Source: an optimization exercise on an open RTL-to-GDS flow (aim: small area). Production flows keep margins and buffers that such runs may drop. The RTL was checked by simulation tests, not by an equivalence proof against the original design. Power is estimated from default activity; no workload was simulated.

$ cat flow/standard.sh
#!/bin/bash
# synth_recipe.tcl (not shown) runs the flow's synth.tcl, then flattens the netlist and writes it again
# the make line also repeats each setting of config.mk as NAME=value (left out here)
make -C /OpenROAD-flow-scripts/flow DESIGN_CONFIG=/design/flow/config.mk WORK_HOME=/design/flow/orfs CLKGATE_MAP_FILE= SYNTH_SCRIPT=/design/flow/synth_recipe.tcl "${@:-finish}"
$ cat flow/constraint.sdc
create_clock -name core_clock -period 8.0 [get_ports {iClk}]
set_input_delay 1.6000 -clock core_clock [delete_from_list [all_inputs] [get_ports {iClk}]]
set_output_delay 1.6000 -clock core_clock [all_outputs]
set_load 0.01 [all_outputs]
$ cat flow/design.v
`timescale 1ns / 1ps
module uart_top (
    input  wire iClk,
    input  wire iRst,
    input  wire iRx,
    output wire oTx
  );
  localparam S_BOT  = 6'b000000;    
  localparam S_TOP  = 6'b100000;    
  localparam C_0    = 4'd0;         
  localparam C_1    = 4'd1;
  localparam C_15   = 4'd8;         
  localparam P_CMD  = 3'd0;
  localparam P_A    = 3'd1;
  localparam P_B    = 3'd2;
  localparam P_WAIT = 3'd3;
  localparam P_TXF  = 3'd4;    
  localparam P_TX   = 3'd5;
  localparam P_TX0  = 3'd7;    
  localparam P_TXL  = 3'd6;    
  reg  [511:0] rRing;
  reg  [5:0]   rS;        
  reg  [5:0]   rDist;     
  reg  [2:0]   rPh;
  reg          rBusy;     
  reg  [3:0]   rC;        
  reg  [3:0]   rB;        
  reg  [7:0]   rD;
  reg          rReady;    
  reg          rSub;
  reg          rCout;
  reg          rPend;     
  reg          rTx;
  wire [7:0] wHead  = rRing[7:0];
  wire       wHit   = (rDist == 6'd0);
  wire       wTop   = (rS == S_TOP);
  wire       wBot   = (rS == S_BOT);
  wire [5:0] wSNext = {rS[4:0], rS[5] ^ rS[4] ^ ~|rS[4:0]};    
  wire [3:0] wCNext = {rC[2:0], rC[3] ^ rC[2] ^ ~|rC[2:0]};
  wire       wBitEnd = (rC == C_15);
  wire       wBitBeg = (rC == C_0);
  wire       wPhA   = (rPh == P_A);
  wire       wRxPh  = ~rPh[2] & ~(rPh[1] & rPh[0]);
  wire       wTxPh  = rPh[2];
  wire       wWr    = rReady & wHit & (wPhA | (rPh == P_B));
  wire       wWrA   = wWr & wPhA;
  wire [7:0] wOpR   = wWrA ? 8'd0 : wHead;
  wire [7:0] wOpX   = wWr ? rD : 8'd0;
  wire [8:0] wCy;
  wire [8:0] wSum;
  assign wCy[0] = rPend;
  genvar gi;
  generate
    for (gi = 0; gi < 8; gi = gi + 1) begin : g_add
      assign wSum[gi]  = wOpR[gi] ^ wOpX[gi] ^ wCy[gi];
      assign wCy[gi+1] = (wOpR[gi] & wOpX[gi]) | (wOpR[gi] & wCy[gi]) | (wOpX[gi] & wCy[gi]);
    end
  endgenerate
  assign wSum[8] = wCy[8];
  wire       wStart  = wRxPh & ~rBusy & ~iRx;
  wire       wSample = rBusy & (((rB == 4'd0) & wBitEnd) |
                                ((rB >= 4'd1) & (rB <= 4'd7) & wBitBeg));
  wire       wLdWin  = rB[3] | (rB[2] & rB[1]);
  wire       wLoad   = wTxPh & wLdWin & wHit;
  wire       wLoad7  = wTxPh & (rDist == 6'd63);
  wire       wKDec   = wTxPh & (rPh != P_TXF) & (rB == 4'd0) & wBitBeg;
  wire       wTxGo   = (rPh == P_WAIT) & ~rPend & rB[3] & rB[2];
  wire       wFrEnd  = (rB == 4'd8) & wBitEnd;
  wire       wTxBit  = (rPh == P_TXF) ? (rCout & (rB[2:0] == 3'd0)) : (rD[rB[2:0]] ^ rSub);
  always @(posedge iClk) begin
    rRing <= {wSum[7:0], rRing[511:8]};
  end
  always @(posedge iClk) begin
    if (wSample) rD <= {iRx ^ (rSub & wPhA), rD[7:1]};
    else begin
      if (wLoad) rD[6:0] <= wHead[6:0];
      if (wLoad7) rD[7] <= wHead[7];
    end
  end
  always @(posedge iClk) begin
    if (wStart | wTxGo) begin
      rC <= C_1;
      rB <= 4'd15;
    end else begin
      rC <= wCNext;
      if (wBitEnd) rB <= (wTxPh & (rB == 4'd8)) ? 4'd15 : rB + 4'd1;
    end
  end
  always @(posedge iClk) begin
    if (iRst) begin
      rS     <= S_BOT;
      rDist  <= 6'd63;
      rPh    <= P_CMD;
      rBusy  <= 1'b0;
      rReady <= 1'b0;
      rPend  <= 1'b0;
      rTx    <= 1'b1;
    end else begin
      rS    <= wSNext;
      rDist <= rDist - 6'd1 - {5'd0, wWr | wKDec};
      rPend <= wSum[8] & ~wTop;
      if (wSum[8] & wTop & ~rSub) rCout <= 1'b1;
      if (wStart) rBusy <= 1'b1;
      else if ((rB == 4'd7) & wBitEnd) rBusy <= 1'b0;
      if (wSample && rB == 4'd7) rReady <= 1'b1;
      if (rPh == P_CMD) begin
        if (rReady) begin
          rReady <= 1'b0;
          rSub   <= rD[0];
          rCout  <= 1'b0;
          rPh    <= P_A;
        end
      end else if (wWr) begin
        rReady <= 1'b0;
        if (wBot) rPh <= wPhA ? P_B : P_WAIT;
      end
      if (wTxGo) rPh <= P_TXF;
      if (wLoad & wBot & (rPh == P_TX)) rPh <= ((rB[3] & rB[0]) | wFrEnd) ? P_TXL : P_TX0;
      if (wTxPh && wFrEnd) begin
        if (rPh == P_TXL)
          rPh <= P_CMD;
        else if (rPh == P_TXF)
          rPh <= P_TX;
        else if (rPh == P_TX0)
          rPh <= P_TXL;
      end
      if (wTxGo)
        rTx <= 1'b0;
      else if (wTxPh && wBitBeg)
        rTx <= rB[3] ? ~rB[0] : wTxBit;
    end
  end
  assign oTx = rTx;
endmodule
$ cat flow/flow/run.sh
#!/bin/bash
# Layout flow: the standard flow (standard.sh) with two changes.
#  1. After the standard synthesis, the combinational logic is mapped again
#     for area (flow/remap.tcl with flow/area.abc). Flip-flop and full-adder
#     instances keep their names and cell types.
#  2. Clock tree synthesis builds the tree from clkbuf_4 cells in clusters of
#     at most 12 sinks and adds no dummy loads.
# Each tool's output goes to a log file in the work folder.
set -euo pipefail
WORK=$(pwd)
RES=$WORK/orfs/results/$FLOW_PLATFORM/uart_top/base

bash standard.sh synth > standard_synth.log 2>&1

cp $RES/1_2_yosys.v $WORK/1_2_yosys_standard.v
export REMAP_IN=$WORK/1_2_yosys_standard.v
export REMAP_OUT=$WORK/1_2_yosys_remap.v
export REMAP_ABC=$WORK/flow/area.abc
export LIB_FILE=$FLOW_HOME/platforms/$FLOW_PLATFORM/lib/sky130_fd_sc_hd__tt_025C_1v80.lib
export DONT_USE_CELLS="$(sed -n '/^export DONT_USE_CELLS/,/^$/p' $FLOW_HOME/platforms/$FLOW_PLATFORM/config.mk | grep -o 'sky130_fd_sc_hd__[a-z0-9_]*' | tr '\n' ' ')"
yosys -c $WORK/flow/remap.tcl > remap.log 2>&1
cp $REMAP_OUT $RES/1_2_yosys.v
touch $RES/1_2_yosys.v

export BUFFER_PORTS_ARGS="-buffer_cell sky130_fd_sc_hd__buf_1"
export CTS_ARGS="-sink_clustering_enable -repair_clock_nets -dont_use_dummy_load -buf_list sky130_fd_sc_hd__clkbuf_4 -sink_clustering_size 12 -sink_clustering_max_diameter 40"
bash standard.sh > standard.log 2>&1
$ cat flow/config.mk
export PLATFORM = sky130hd
export DESIGN_NAME = uart_top
export DESIGN_NICKNAME = uart_top
export VERILOG_FILES = /design/flow/design.v
export SDC_FILE = /design/flow/constraint.sdc
export NUM_CORES = 4
export LEC_CHECK = 0
export CAP_MARGIN = 20
export CORE_MARGIN = 2
export CORE_UTILIZATION = 65
export PLACE_DENSITY = 0.8
export SLEW_MARGIN = 20
$ cat flow/flow/area.abc
strash
dc2
dch -f
amap
topo
$ cat flow/flow/remap.tcl
# Re-map the combinational logic of a synthesized netlist for area; flip-flop
# instances (names and cell types) are kept as they are.
# env: REMAP_IN REMAP_OUT LIB_FILE REMAP_ABC DONT_USE_CELLS
set lib $::env(LIB_FILE)
set du {}
foreach c $::env(DONT_USE_CELLS) { lappend du -dont_use $c }
yosys read_verilog -defer $::env(REMAP_IN)
yosys read_liberty -ignore_miss_func -overwrite $lib
yosys hierarchy -top uart_top
# keep every sequential cell, and the full-adder cells, as opaque instances
yosys blackbox {*}[lsort -unique [regexp -all -inline {sky130_fd_sc_hd__(?:\w*df\w*|fa_\d)} [exec cat $::env(REMAP_IN)]]]
yosys flatten
yosys opt -purge
yosys abc -script $::env(REMAP_ABC) -liberty $lib {*}$du
yosys opt_clean -purge
yosys hilomap -singleton -hicell sky130_fd_sc_hd__conb_1 HI -locell sky130_fd_sc_hd__conb_1 LO
yosys splitnets
yosys opt_clean -purge
yosys insbuf -buf sky130_fd_sc_hd__buf_4 A X
yosys tee -o $::env(REMAP_OUT).stat stat -liberty $lib
yosys write_verilog -noattr -nohex -nodec $::env(REMAP_OUT)
==> results of run 1 <==
critical path, delay by kind of cell, from the launching register on:
| family | cells | cell delay (ns) |
|---|---|---|
| adder cells (fa/ha/maj) | 8 | 2.74 |
| AND/OR/NAND/NOR | 5 | 1.40 |
| AO/OA/AOI/OAI | 2 | 0.44 |
| flip-flops | 1 | 0.36 |
| buffers and inverters | 2 | 0.14 |
per-stage QoR:
stage	util (%)	worst slack [ns]	total power (W)	hold slack, ns
floorplan	-	3.077	0.002845	0.3096
global placement	67.38	2.870	0.002855	0.3103
detailed placement	67.41	2.717	0.002858	0.3121
CTS	69.55	2.598	0.003862	0.2708
global route	69.61	2.303	0.003964	0.2823
finish	69.61	2.621	0.003817	0.2964
metal layers:
metal  track usage, %  up-vias  routed length [um]
met1            23.57     2286                7482
met2            23.59       86                6600
met4            7.421        0                 391
met3            3.635       38                 619
met5                0        -                   0
li1                 -     2478                   -
state kept, by name, summed over array words and instances (netlist names):
register	count
rRing	512
rD	8
rDist	6
rS	6
rB	4
rC	4
rPh	3
rBusy	1
rCout	1
rPend	1
rReady	1
rSub	1
rTx	1
layout make-up:
cell class / instances / area, um^2
tap: 234 / 292.8
antenna: 1 / 2.502
fill: 1191 / 5628
sequential: 549 / 11090
inverter: 47 / 176.4
timing repair buffer: 5 / 23.77
clock buffer: 53 / 397.9
multi-input combinational: 152 / 905.9
report_power, final:
part,internal (W),leakage [nW],switching (W)
logic,0.0000128,0.294,0.0000228
registers,0.00275,4.47,0.0000102
clock network,0.000306,0.244,0.000716
total,0.00307,5.00,0.000749
placed cells by master (no fill, tap or decap), drive strengths merged, types with 2 or more instances in the layout:
| master | count |
|---|---|
| a2111oi | 2 |
| a211oi | 2 |
| a21oi | 8 |
| a31oi | 2 |
| buf | 5 |
| clkbuf | 53 |
| clkinv | 47 |
| dfxtp | 539 |
| edfxtp | 10 |
| fa | 8 |
| nand2 | 11 |
| nand3 | 5 |
| nor2 | 50 |
| nor2b | 9 |
| nor3 | 9 |
| nor4 | 3 |
| o211ai | 5 |
| o21ai | 13 |
| o221ai | 3 |
| o22ai | 9 |
| or3 | 2 |
how the worst min path moves through the flow:
stage,slack [ns],endpoint,cells past startpoint
after floorplan,0.31,rRing[0],0
final,0.30,rRing[472],0
after detailed placement,0.31,rRing[138],0
after global routing,0.28,rRing[503],0
after CTS,0.27,rRing[503],0
after global placement,0.31,rRing[491],0
==> flow_summary.toml, run 1 <==
[outcome]
run_status = "complete, no violations"

[place]
numPlacedInstances = 986
dp_hpwl_mm = 8.948
port_buffers = 3
placed_instance_area_mm2 = 0.01248
final_gp_congestion = 0.7874

[sta]
setup-violations-final = 0
worstMarginPinSlew_ns = 0.8212
finalHoldViolCount = 0
max_clock_freq_ghz = 0.1859
clock_skew_ns = 0.07509
final_min_period_over_clock_period_pct = 67.24
slew-limit-headroom_pct = 45.25
rsz0062_at_grt = "no"
finalSetupTns_ns = 0
report.final.slew_viol_count = 0
final_period_minus_worst_setup_slack_ns = 5.379

[global_routing]
grt.overflow.total = 0
first_global_vias = 5163
grtUsageTotal_pct = 16.20
grt_start_max_net_pins = 19
grt_antenna_before_repair = 1
grt_pass1_wl_mm = 25.45

[detailed_routing]
detail_route.wirelength_mm = 15.09
wire_per_inst_um = 14.50
vias = 4888
vias_per_cell = 4.695
ant_nets = 0
route.detailed.drc = 0
drt-pass1-iter-count = 7
drt-initial-drc-count = 174

[floorplan]
core_area_mm2 = 0.01852
design.die.area_mm2 = 0.01984
initial_utilization_pct = 65.74
std_cell_rows = 50
top_level_ports = 4
fp.dieH_um = 140.9
die-width_um = 140.9

[cts]
cts_hold_buffers = 0
cts_sink_cnt = 549
post-cts-setup-buffer-count = 0
cts.reportedPaths.clkPinSlew_ns = 0.11
cts_buffers = 53
postCtsResizedCells = 0
clock_insertion_delay_worst_skew_ns = 0.66
clockRootBuffer = "clkbuf_4"
cts_tree = "done"
cts_buffer_depth = 3
htreeDepth = 2

[worst_setup_path]
critical_path.startpoint_type = "flip-flop"
worst_r2r_startpoint = "rDist[2]"
reg2reg_depth = 17
regToRegSetupSlack_ns = 2.62
worst_path_largest_cell_delay_ns = 0.48
crit_path_cell_trace = "or3_1 -> or4_1 -> or3_1 -> o21ai_0 -> fa_1 -> fa_1 -> clkinv_1 -> fa_1 -> fa_1 -> fa_1 -> fa_1 -> fa_1 -> fa_1 -> clkinv_1 -> nor2_1 -> a21oi_1 -> nor2_1"
crit_path_end_kind = "flip-flop"
worstSetupStartpoint = "rDist[2]"
worst_ep_required_time_ns = 8.37
crit_top_cell = "fa_1"
critical_path.endpoint = "rCout"
timing_worst_setup_path_type = "reg -> reg"
critical_path.reg2reg.endpoint = "rCout"
cp_data_arrival_time_ns = 5.75
slowest_stage = "or4_1"
worstPathMaxFanout = 5

[hold_path]
hold_path_startpoint = "rRing[480]"
holdCritPathClass = "reg -> reg"

[power_and_ir_drop]
p_per_area_mw_per_mm2 = 296.1
max-vdd-ir-drop_mv = 0.1675
static_leakage_nw = 5.004

[finish]
design.final.nets = 819
finalInstanceArea_mm2 = 0.01289
final_layout_size_suffix_gt1_share_pct = 6.824
post_layout_nonfiller_instances = 1041
layout-area-overhead-vs-synth_pct = 5.890

[yosys]
synth_area_per_inst_um2 = 16.27
mappedNetlistArea_mm2 = 0.01217
synthesis.instances = 748
yosys_warnings = 1
mappedNetlistNets = 759

[flow_run]
drv_cap = 0
==> run 2: changes to the inputs <==
--- a/flow/flow/run.sh
+++ b/flow/flow/run.sh
@@ -24,3 +24,3 @@
 
-export BUFFER_PORTS_ARGS="-buffer_cell sky130_fd_sc_hd__buf_1"
+export BUFFER_PORTS_ARGS="-buffer_cell sky130_fd_sc_hd__buf_2"
 export CTS_ARGS="-sink_clustering_enable -repair_clock_nets -dont_use_dummy_load -buf_list sky130_fd_sc_hd__clkbuf_4 -sink_clustering_size 12 -sink_clustering_max_diameter 40"
==> run 2 against run 1 <==
Via count is 0.47% higher. Sequential share of layout area decreased by 0.075 points. Cell count about the same. Fmax up 4.2%. Largest cell class unchanged. Non-clock buffer count unchanged. First-iteration DRC count is 4.0% lower. Hold slack lost 0.0029 ns. Synthesized cell count unchanged.
==> flow_summary.toml, run 2 <==
[outcome]
run_status = "complete, no violations"

[finish]
mostFrequentLayoutCell = "dfxtp_1"
filler_cell_count = 1193
final_layout_size_suffix_gt1_share_pct = 7.311
area_of_the_multi_input_gates_um2 = 905.9
layout-area-overhead-vs-synth_pct = 5.982
design.final.nets = 820
post-route-util_pct = 69.67
reg_top3 = "rRing (512), rD (8)"
most-common-layout-cells = "dfxtp_1 (539), clkbuf_4 (54), nor2_1 (50), clkinv_1 (47), o21ai_0 (13)"
largest_reg_flops = 512
max_flop_register = "rRing"
layout.area.seq_mm2 = 0.01109

[place]
port_buffers = 3
dp_hpwl_mm = 8.634
final_gp_congestion = 0.7918

[flow_run]
drv_cap = 0

[floorplan]
std_cell_rows = 50
core_area_mm2 = 0.01852
design.die.area_mm2 = 0.01984
fp.dieH_um = 140.9
initial_utilization_pct = 65.74
die-width_um = 140.9
top_level_ports = 4

[yosys]
yosys_warnings = 1
synthesis.instances = 748
synth_area_per_inst_um2 = 16.27
mappedNetlistArea_mm2 = 0.01217
mappedNetlistNets = 759

[cts]
cts_sink_cnt = 549
cts_tree = "done"
htreeDepth = 2
post-cts-setup-buffer-count = 0
postCtsResizedCells = 0
clock_insertion_delay_worst_skew_ns = 0.68
cts_hold_buffers = 0
cts_buffer_depth = 3
cts.reportedPaths.clkPinSlew_ns = 0.11
clockRootBuffer = "clkbuf_4"
cts_buffers = 54

[worst_setup_path]
crit_path_end_kind = "flip-flop"
cp_data_arrival_time_ns = 5.61
worst_path_largest_cell_delay_ns = 0.45
worstSetupStartpoint = "rDist[2]"
worst_r2r_startpoint = "rDist[2]"
crit_top_cell = "fa_1"
worst-path-buf-inv = 2
reg2reg_depth = 17
regToRegSetupSlack_ns = 2.84
cp_num_cells = 17
critical_path.startpoint_type = "flip-flop"
crit_path_cell_trace = "or3_1 -> or4_1 -> or3_1 -> o21ai_0 -> fa_1 -> fa_1 -> clkinv_1 -> fa_1 -> fa_1 -> fa_1 -> fa_1 -> fa_1 -> fa_1 -> clkinv_1 -> nor2_1 -> a21oi_1 -> nor2_1"
worstPathMaxFanout = 5
slowest_stage = "or4_1"
critical_path.endpoint = "rCout"
worst_ep_required_time_ns = 8.44
timing_worst_setup_path_type = "reg -> reg"
critical_path.reg2reg.endpoint = "rCout"
timing.critical_path.max_delay_family = "adder cells"

[power_and_ir_drop]
p_clk_share_pct = 26.8
design_power_w = 0.003818
sw_frac_of_total_pct = 19.48
cell_internal_power_dissipation_w = 0.003074
p_per_area_mw_per_mm2 = 295.9
p_comb_share_pct = 0.9
p_seq_share_pct = 72.3
static_leakage_nw = 5.015
switchingPower_w = 0.0007435
max-vdd-ir-drop_mv = 0.1854

[global_routing]
grt_start_max_net_pins = 19
grt.overflow.total = 0
first_global_vias = 5144
grtUsageTotal_pct = 16.28
grt_antenna_before_repair = 1
grt_pass1_wl_mm = 25.46

[detailed_routing]
drt-pass1-iter-count = 7
route.detailed.drc = 0
wire_per_inst_um = 14.23
drt-initial-drc-count = 167
ant_nets = 0
detail_route.wirelength_mm = 14.83
vias = 4911
vias_per_cell = 4.713

[sta]
max_clock_freq_ghz = 0.1937
finalHoldViolCount = 0
final_min_period_over_clock_period_pct = 64.52
slew-limit-headroom_pct = 59.60
worstMarginPinSlew_ns = 0.6014
finalSetupTns_ns = 0
report.final.slew_viol_count = 0
setup-violations-final = 0
clock_skew_ns = 0.06372
rsz0062_at_grt = "no"
final_period_minus_worst_setup_slack_ns = 5.162

[hold_path]
holdCritPathClass = "reg -> reg"
holdPathStages = 0
==> run 2: cell count changes in the layout (fill, tap and decap cells not counted), sizes merged <==
cell and delta:
clkbuf +1
==> run 2: routing by layer <==
| metal | up-vias | global-route usage [%] | part of all wire, % |
|---|---|---|---|
| li1 | 2498 | - | - |
| met1 | 2275 | 23.23 | 50 |
| met2 | 103 | 24.08 | 43 |
| met3 | 35 | 3.668 | 4.1 |
| met4 | 0 | 7.684 | 2.8 |
| met5 | - | 0 | 0 |
==> run 2: power by group through the flow <==
stage | clock network, W | registers (W) | logic, W
after floorplan | 0 | 0.00282 | 0.0000259
after global placement | 0 | 0.00282 | 0.0000340
after detailed placement | 0 | 0.00282 | 0.0000350
after CTS | 0.00107 | 0.00276 | 0.0000351
after global routing | 0.00117 | 0.00276 | 0.0000394
final | 0.00102 | 0.00276 | 0.0000347
==> run 2: how the worst min path moves through the flow <==
stage / from / to / slack (ns)
4_1_cts: rRing[188] / rRing[180] / 0.30
3_5_place_dp: rRing[138] / rRing[130] / 0.31
2_1_floorplan: rRing[8] / rRing[0] / 0.31
5_1_grt: rRing[188] / rRing[180] / 0.30
6_report: rRing[188] / rRing[180] / 0.29
3_3_place_gp: rRing[56] / rRing[48] / 0.31
==> run 2: cell type report <==
class | instances | area share (%)
repair buffers | 5 | 0.2134
well taps | 234 | 2.269
flip-flops and latches | 549 | 85.97
inverters | 47 | 1.367
multi-input cells | 152 | 7.022
diodes | 1 | 0.01940
clock buffers | 54 | 3.142
==> run 2: per-stage QoR <==
step                      hold WS, ns  instance area, um^2  setup slack [ns]  cells
after floorplan                0.3096                12170             3.077    748
after global placement         0.3098                12480             2.879    985
after detailed placement       0.3121                12490             2.759    986
after CTS                      0.3006                12890             2.821   1040
after global routing           0.3014                12900             2.565   1042
final                          0.2935                12900             2.838   1042
==> run 3: changes to the inputs <==
--- a/flow/flow/run.sh
+++ b/flow/flow/run.sh
@@ -24,3 +24,2 @@
 
-export BUFFER_PORTS_ARGS="-buffer_cell sky130_fd_sc_hd__buf_2"
 export CTS_ARGS="-sink_clustering_enable -repair_clock_nets -dont_use_dummy_load -buf_list sky130_fd_sc_hd__clkbuf_4 -sink_clustering_size 12 -sink_clustering_max_diameter 40"
==> run 3 against run 2 <==
Clock-buffer cell count shrank 1. First-iteration DRC count shrank 2.4%. Fmax shrank 4.4%. Register-to-register slack lost 0.24 ns. Area after synthesis is the same. Setup slack lost 0.24 ns. Hold slack lost 0.024 ns. Via count shrank 0.29%. Critical endpoint unchanged. Still clean on timing, DRC and antenna.
==> flow_summary.toml, run 3 <==
[floorplan]
design.die.area_mm2 = 0.01984
initial_utilization_pct = 65.74
core_area_mm2 = 0.01852
fp.dieH_um = 140.9
std_cell_rows = 50
top_level_ports = 4
die-width_um = 140.9

[sta]
finalHoldViolCount = 0
max_clock_freq_ghz = 0.1851
final_period_minus_worst_setup_slack_ns = 5.401
report.final.slew_viol_count = 0
setup_ws_post_layout_ns = 2.599
final_min_period_over_clock_period_pct = 67.51
rsz0062_at_grt = "no"
setup-violations-final = 0
clock_skew_ns = 0.07729
slew-limit-headroom_pct = 48.30
finalSetupTns_ns = 0
worstMarginPinSlew_ns = 0.7703

[yosys]
yosys_warnings = 1
synthesis.instances = 748
synth_area_per_inst_um2 = 16.27
mappedNetlistNets = 759
mappedNetlistArea_mm2 = 0.01217

[detailed_routing]
vias_per_cell = 4.709
ant_nets = 0
detail_route.wirelength_mm = 15.14
drt-pass1-iter-count = 4
wire_per_inst_um = 14.55
vias = 4897
route.detailed.drc = 0
drt-initial-drc-count = 163

[hold_path]
holdCritPathClass = "reg -> reg"

[global_routing]
grt_antenna_before_repair = 1
grt_pass1_wl_mm = 25.60
grtUsageTotal_pct = 16.31
grt.overflow.total = 0
first_global_vias = 5245
grt_start_max_net_pins = 19

[worst_setup_path]
worst_ep_required_time_ns = 8.36
worstPathMaxFanout = 5
crit_path_end_kind = "flip-flop"
critical_path.startpoint_type = "flip-flop"
cp_data_arrival_time_ns = 5.76
timing_worst_setup_path_type = "reg -> reg"

[finish]
largest_reg_flops = 512
filler_cell_count = 1204
layout-area-overhead-vs-synth_pct = 6.002
area_of_the_multi_input_gates_um2 = 905.9
most-common-layout-cells = "dfxtp_1 (539), clkbuf_4 (54), nor2_1 (50), clkinv_1 (47), o21ai_0 (12)"
layout.area.seq_mm2 = 0.01109
post-route-util_pct = 69.68
final_layout_size_suffix_gt1_share_pct = 6.708
reg_top3 = "rRing (512), rD (8)"
max_flop_register = "rRing"
mostFrequentLayoutCell = "dfxtp_1"
design.final.nets = 818

[cts]
cts_buffers = 53
cts_sink_cnt = 549
clock_insertion_delay_worst_skew_ns = 0.68
cts_tree = "done"
post-cts-setup-buffer-count = 0
cts.reportedPaths.clkPinSlew_ns = 0.11
cts_buffer_depth = 3
cts_hold_buffers = 0
clockRootBuffer = "clkbuf_4"
postCtsResizedCells = 0
htreeDepth = 2

[place]
final_gp_congestion = 0.8340
port_buffers = 3
place_ws_ns = 2.696
dp_hpwl_mm = 8.890

[outcome]
run_status = "complete, no violations"

[power_and_ir_drop]
design_power_w = 0.003819
static_leakage_nw = 5.006
max-vdd-ir-drop_mv = 0.1639
p_per_area_mw_per_mm2 = 296.0

[flow_run]
drv_cap = 0
-- run 3: cell count changes in the layout (fill, tap and decap cells not counted) --
cell	delta
o21ai_1	+1
buf_2	-4
buf_4	-1
o21ai_0	-1
clkdlybuf4s50_1	+3
-- run 3: final timing paths --
check / slack, ns / start / cells after the start / end
worst min register to register: 0.27 / rRing[507] / 0 / rRing[499]
worst min-delay path: 0.27 / rRing[507] / 0 / rRing[499]
worst max-delay path: 2.60 / rDist[2] / 17 / rCout
worst max register to register: 2.60 / rDist[2] / 17 / rCout
-- run 3: per-stage QoR --
step	hold slack (ns)	instances	area, um^2
global placement	0.3109	985	12500
CTS	0.2601	1038	12890
finish	0.2696	1040	12900
detailed placement	0.3121	985	12500
floorplan	0.3096	748	12170
global route	0.2687	1040	12900
-- run 3: where the power goes --
group / leakage, nW / switching [W] / internal, W
registers: 4.47 / 0.00000972 / 0.00275
clock network: 0.244 / 0.000718 / 0.000306
logic: 0.297 / 0.0000221 / 0.0000134
-- run 3: worst max-delay path, stage by stage, from the launching register on --
cell and delay, ns:
dfxtp_1 0.37, or3_1 0.39, or4_1 0.48, or3_1 0.41
o21ai_0 0.28, fa_1 0.23, fa_1 0.17, clkinv_1 0.08
fa_1 0.38, fa_1 0.42, fa_1 0.42, fa_1 0.40
fa_1 0.39, fa_1 0.38, clkinv_1 0.07, nor2_1 0.03
a21oi_1 0.14, nor2_1 0.05
-- run 3: area by class of cell --
class / count / share of cell area, %
Tap cell: 234 / 2.269
Multi-Input combinational cell: 152 / 7.020
Timing Repair Buffer: 4 / 0.2909
Sequential cell: 549 / 85.95
Antenna cell: 1 / 0.01939
Clock buffer: 53 / 3.083
Inverter: 47 / 1.367
-- run 3: layer usage --
| layer | track usage [%] | vias to the layer above | wire length [um] |
|---|---|---|---|
| met4 | 7.263 | 0 | 408 |
| met3 | 4.620 | 44 | 654 |
| met5 | 0 | - | 0 |
| li1 | - | 2478 | - |
| met1 | 22.81 | 2274 | 7453 |
| met2 | 24.11 | 101 | 6620 |
==> run 4: changes to the inputs <==
--- a/flow/config.mk
+++ b/flow/config.mk
@@ -7,3 +7,3 @@
 export LEC_CHECK = 0
-export CAP_MARGIN = 20
+export CAP_MARGIN = 0
 export CORE_MARGIN = 2
@@ -11,2 +11,2 @@
 export PLACE_DENSITY = 0.8
-export SLEW_MARGIN = 20
+export SLEW_MARGIN = 0
==> run 4 against run 3 <==
Hold slack better by 0.0018 ns. Synthesized cell count stayed put. Cell area hardly changed. Sequential power hardly changed. Via count is 0.31% lower. Clock skew is 0.0012 ns lower. Register-to-register slack better by 0.02 ns. Non-clock buffer count is 1 lower. First-iteration DRC count is 0.61% lower. Largest power group unchanged. Highest routed layer unchanged.
==> flow_summary.toml, run 4 <==
[place]
dp_hpwl_mm = 8.890
final_gp_congestion = 0.8340
port_buffers = 3
placed_instance_area_mm2 = 0.01250

[cts]
clock_insertion_delay_worst_skew_ns = 0.68
htreeDepth = 2
post-cts-setup-buffer-count = 0
cts_sink_cnt = 549
cts_hold_buffers = 0
cts.reportedPaths.clkPinSlew_ns = 0.11
cts_tree = "done"
clockRootBuffer = "clkbuf_4"
cts_buffers = 53
cts_buffer_depth = 3
postCtsResizedCells = 0

[sta]
clock_skew_ns = 0.07608
finalHoldViolCount = 0
final_period_minus_worst_setup_slack_ns = 5.386
max_clock_freq_ghz = 0.1857
finalSetupTns_ns = 0
rsz0062_at_grt = "no"
slew-limit-headroom_pct = 18.21
worstMarginPinSlew_ns = 1.221
report.final.slew_viol_count = 0
final_min_period_over_clock_period_pct = 67.32
setup-violations-final = 0

[global_routing]
busiest_layer = "met2"
grt_pass1_wl_mm = 25.60
grtUsageMet1_pct = 22.81
grt_start_max_net_pins = 19
grt.overflow.total = 0
first_global_vias = 5245
grt_antenna_before_repair = 1
met3_use_gr_pct = 4.620
grtUsageTotal_pct = 16.31
globalRouteMet2Util_pct = 24.11

[yosys]
mappedNetlistNets = 759
synthesis.instances = 748
synth_area_per_inst_um2 = 16.27
yosys_warnings = 1
mappedNetlistArea_mm2 = 0.01217

[worst_setup_path]
crit_path_end_kind = "flip-flop"
critical_path.reg2reg.endpoint = "rCout"
worstSetupStartpoint = "rDist[2]"
timing_worst_setup_path_type = "reg -> reg"
worst_ep_required_time_ns = 8.36
worstPathMaxFanout = 5
regToRegSetupSlack_ns = 2.61
worst_r2r_startpoint = "rDist[2]"
critical_path.endpoint = "rCout"
reg2reg_depth = 17
cp_data_arrival_time_ns = 5.75
critical_path.startpoint_type = "flip-flop"

[power_and_ir_drop]
max-vdd-ir-drop_mv = 0.1638
static_leakage_nw = 5.003
p_per_area_mw_per_mm2 = 296.1

[hold_path]
holdCritPathClass = "reg -> reg"
holdPathStages = 0

[detailed_routing]
detail_route.wirelength_mm = 15.13
vias = 4882
drt-pass1-iter-count = 4
vias_per_cell = 4.699
ant_nets = 0
wire_per_inst_um = 14.56
route.detailed.drc = 0
drt-initial-drc-count = 162

[flow_run]
drv_cap = 0

[floorplan]
initial_utilization_pct = 65.74
die-width_um = 140.9
core_area_mm2 = 0.01852
top_level_ports = 4
fp.dieH_um = 140.9
design.die.area_mm2 = 0.01984
std_cell_rows = 50

[finish]
max_flop_register = "rRing"
filler_cell_count = 1204
final_layout_size_suffix_gt1_share_pct = 6.592
layout.area.seq_mm2 = 0.01109
design.final.nets = 817
mostFrequentLayoutCell = "dfxtp_1"
finalInstanceArea_mm2 = 0.01290
largest_reg_flops = 512
reg_top3 = "rRing (512), rD (8)"
layout-area-overhead-vs-synth_pct = 5.941
area_of_the_multi_input_gates_um2 = 905.9
most-common-layout-cells = "dfxtp_1 (539), clkbuf_4 (53), nor2_1 (50), clkinv_1 (47), o21ai_0 (13)"

[outcome]
run_status = "complete, no violations"
==> run 4: final cells by class <==
| cell class | count | share of cell area [%] |
|---|---|---|
| flip-flops and latches | 549 | 86.00 |
| multi-input cells | 152 | 7.024 |
| clock buffers | 53 | 3.085 |
| well taps | 234 | 2.270 |
| inverters | 47 | 1.368 |
| repair buffers | 3 | 0.2329 |
| diodes | 1 | 0.01940 |
==> run 4: routing by layer <==
metal	share of wire, %	up-vias
li1	-	2478
met1	49	2262
met2	43	98
met3	4.8	44
met4	3.2	0
met5	0	-
==> run 4: how the worst min path moves through the flow <==
stage,start,to
after global routing,rRing[507],rRing[499]
after global placement,rRing[80],rRing[72]
final,rRing[507],rRing[499]
after floorplan,rRing[8],rRing[0]
after CTS,rRing[506],rRing[498]
after detailed placement,rRing[227],rRing[219]
==> run 4: metrics by stage <==
stage	utilization [%]	power [W]	std cells	hold WS, ns	setup slack [ns]
6_report	69.64	0.003818	1039	0.2714	2.614
4_1_cts	69.63	0.003865	1038	0.2601	2.585
3_5_place_dp	67.48	0.002858	985	0.3121	2.696
3_3_place_gp	67.48	0.002856	985	0.3109	2.878
2_1_floorplan	-	0.002845	748	0.3096	3.077
5_1_grt	69.64	0.003969	1039	0.2687	2.373
==> run 4: critical path, cell delays in order (launching register included) <==
cell	delay (ns)
dfxtp_1	0.37
or3_1	0.39
or4_1	0.48
or3_1	0.41
o21ai_0	0.28
fa_1	0.24
fa_1	0.17
clkinv_1	0.08
fa_1	0.38
fa_1	0.42
fa_1	0.41
fa_1	0.39
fa_1	0.39
fa_1	0.38
clkinv_1	0.07
nor2_1	0.03
a21oi_1	0.14
nor2_1	0.05
==> run 4: report_power, final <==
part,total (W),switching (W),internal [W]
registers,0.00276,0.00000971,0.00275
clock network,0.00102,0.000718,0.000306
logic,0.0000354,0.0000221,0.0000133
==> run 5: changes to the inputs <==
--- a/flow/flow/run.sh
+++ b/flow/flow/run.sh
@@ -24,3 +24,3 @@
 
-export CTS_ARGS="-sink_clustering_enable -repair_clock_nets -dont_use_dummy_load -buf_list sky130_fd_sc_hd__clkbuf_4 -sink_clustering_size 12 -sink_clustering_max_diameter 40"
+export CTS_ARGS="-sink_clustering_enable -repair_clock_nets -dont_use_dummy_load -buf_list sky130_fd_sc_hd__clkbuf_4 -sink_clustering_size 12 -sink_clustering_max_diameter 50"
 bash standard.sh > standard.log 2>&1
--- a/flow/config.mk
+++ b/flow/config.mk
@@ -7,3 +7,3 @@
 export LEC_CHECK = 0
-export CAP_MARGIN = 0
+export CAP_MARGIN = 20
 export CORE_MARGIN = 2
@@ -11,2 +11,2 @@
 export PLACE_DENSITY = 0.8
-export SLEW_MARGIN = 0
+export SLEW_MARGIN = 20
==> run 5 against run 4 <==
Area after synthesis did not move. Global-route usage is 0.098 points lower. Sequential cell count did not move. Wire length is 0.82% lower. Setup slack gained 0.012 ns. Critical path depth unchanged. Critical endpoint unchanged. Largest power group unchanged.
==> flow_summary.toml, run 5 <==
[cts]
cts_tree = "done"
cts.reportedPaths.clkPinSlew_ns = 0.11
htreeDepth = 2
cts_sink_cnt = 549
cts_buffers = 52
clockRootBuffer = "clkbuf_4"
cts_hold_buffers = 0
clock_insertion_delay_worst_skew_ns = 0.67
post-cts-setup-buffer-count = 0
postCtsResizedCells = 0
cts_buffer_depth = 3

[worst_setup_path]
regToRegSetupSlack_ns = 2.63
crit_top_cell = "fa_1"
timing_worst_setup_path_type = "reg -> reg"
reg2reg_depth = 17
timing.critical_path.max_delay_family = "adder cells"
worst_path_largest_cell_delay_ns = 0.48
crit_path_end_kind = "flip-flop"
worst_ep_required_time_ns = 8.38
critical_path.startpoint_type = "flip-flop"
critical_path.reg2reg.endpoint = "rCout"
worst-path-buf-inv = 2
cp_data_arrival_time_ns = 5.75
worstPathMaxFanout = 5
worst_r2r_startpoint = "rDist[2]"
slowest_stage = "or4_1"
crit_path_cell_trace = "or3_1 -> or4_1 -> or3_1 -> o21ai_0 -> fa_1 -> fa_1 -> clkinv_1 -> fa_1 -> fa_1 -> fa_1 -> fa_1 -> fa_1 -> fa_1 -> clkinv_1 -> nor2_1 -> a21oi_1 -> nor2_1"

[yosys]
mappedNetlistArea_mm2 = 0.01217
synth_area_per_inst_um2 = 16.27
mappedNetlistNets = 759
synthesis.instances = 748
yosys_warnings = 1

[sta]
rsz0062_at_grt = "no"
clock_skew_ns = 0.05671
max_clock_freq_ghz = 0.1861
finalSetupTns_ns = 0
setup-violations-final = 0
finalHoldViolCount = 0
whs_ns = 0.2818
report.final.slew_viol_count = 0
final_min_period_over_clock_period_pct = 67.17
worstMarginPinSlew_ns = 0.7589
final_period_minus_worst_setup_slack_ns = 5.373
setup_ws_post_layout_ns = 2.627
slew-limit-headroom_pct = 49.06

[finish]
filler_cell_count = 1204
reg_top3 = "rRing (512), rD (8)"
final_layout_size_suffix_gt1_share_pct = 6.592
max_flop_register = "rRing"
area_of_the_multi_input_gates_um2 = 905.9
most-common-layout-cells = "dfxtp_1 (539), clkbuf_4 (53), nor2_1 (50), clkinv_1 (47), o21ai_0 (12)"
layout-area-overhead-vs-synth_pct = 5.941
post-route-util_pct = 69.64
design.final.nets = 817
largest_reg_flops = 512
mostFrequentLayoutCell = "dfxtp_1"
layout.area.seq_mm2 = 0.01109

[global_routing]
grt_pass1_wl_mm = 25.48
grt_start_max_net_pins = 19
grt_antenna_before_repair = 1
grt.overflow.total = 0
first_global_vias = 5222
grtUsageTotal_pct = 16.21

[power_and_ir_drop]
p_per_area_mw_per_mm2 = 295.0
max-vdd-ir-drop_mv = 0.1702
cell_internal_power_dissipation_w = 0.003064
sw_frac_of_total_pct = 19.47
switchingPower_w = 0.0007405
p_clk_share_pct = 26.5
static_leakage_nw = 5.002
p_comb_share_pct = 0.9
p_seq_share_pct = 72.5

[place]
final_gp_congestion = 0.8340
port_buffers = 3
dp_hpwl_mm = 8.890
place_ws_ns = 2.696

[hold_path]
hold_path_startpoint = "rRing[508]"
holdPathStages = 0
holdCritPathClass = "reg -> reg"
worst_hold_endpoint = "rRing[500]"

[floorplan]
initial_utilization_pct = 65.74
fp.dieH_um = 140.9
std_cell_rows = 50
core_area_mm2 = 0.01852
die-width_um = 140.9
design.die.area_mm2 = 0.01984
top_level_ports = 4

[detailed_routing]
vias = 4858
ant_nets = 0
route.detailed.drc = 0
drt-initial-drc-count = 166
vias_per_cell = 4.676
drt-pass1-iter-count = 4
wire_per_inst_um = 14.44
detail_route.wirelength_mm = 15.01

[outcome]
run_status = "complete, no violations"

[flow_run]
drv_cap = 0
[run 5: cell count changes in the layout (fill, tap and decap cells not counted)]
cell     change
o21ai_0      -1
o21ai_1      +1
[run 5: power by group through the flow]
stage / clock network, W / logic, W / registers [W]
floorplan: 0 / 0.0000259 / 0.00282
global placement: 0 / 0.0000342 / 0.00282
detailed placement: 0 / 0.0000354 / 0.00282
CTS: 0.00105 / 0.0000355 / 0.00276
global route: 0.00115 / 0.0000402 / 0.00276
finish: 0.00101 / 0.0000356 / 0.00276
[run 5: through the flow]
stage          power, W  area (um^2)  instances
3_5_place_dp   0.002858        12500        985
3_3_place_gp   0.002856        12500        985
5_1_grt        0.003954        12900       1039
4_1_cts        0.003848        12890       1037
6_report       0.003804        12900       1039
2_1_floorplan  0.002845        12170        748
[run 5: cell type report]
class	instances	area share [%]
flip-flops and latches	549	86.00
multi-input cells	152	7.024
clock buffers	52	3.027
well taps	234	2.270
inverters	47	1.368
repair buffers	4	0.2911
diodes	1	0.01940
[run 5: worst max path at each step]
stage / start / to / slack (ns) / depth (start not counted)
6_report: rDist[2] / rCout / 2.63 / 17
5_1_grt: rDist[2] / rCout / 2.38 / 17
4_1_cts: rDist[2] / rCout / 2.62 / 17
3_5_place_dp: rDist[2] / rCout / 2.70 / 17
3_3_place_gp: rDist[2] / rCout / 2.88 / 17
2_1_floorplan: rDist[2] / rCout / 3.08 / 17
[run 5: per-layer routing]
metal,track usage (%),wire (um),vias to the layer above
li1,-,-,2481
met1,22.62,7447,2240
met2,24.11,6556,100
met3,4.484,629,37
met4,7.211,373,0
met5,0,0,-
[run 5: worst register-to-register path: cells and delay by family, from the launching register on]
| family | cells | cell delay (ns) |
|---|---|---|
| fa+ha+maj | 8 | 2.79 |
| flops | 1 | 0.37 |
| compound gates | 2 | 0.42 |
| buf+inv | 2 | 0.15 |
| simple gates | 5 | 1.36 |

## re-timing with driven ports
The flow's constraints put no driver on any port. The routed layouts listed below were extracted and timed again, unchanged, in two steps.
Step 1: set_driving_cell puts a clkbuf_16 on iClk and a buf_2 on each other input, an assumption about the parent block.
Step 2 also shifts input and output timing later by t, the mid clock arrival at the registers, as if the neighbouring blocks saw the same clock.
Three values: ideal, step 1, step 2; two values: the first two.
run | t (ns) | setup WS [ns] | worst setup path at the end
run 1 | 0.668 | 2.621 / 2.621 / 2.621 | register to register
run 2 | 0.682 | 2.838 / 2.838 / 2.838 | register to register
run 3 | 0.668 | 2.599 / 2.599 / 2.599 | register to register
run 4 | 0.675 | 2.614 / 2.614 / 2.614 | register to register
run 5 | 0.671 | 2.627 / 2.627 / 2.627 | register to register
After both steps setup and hold are still met in every run listed.
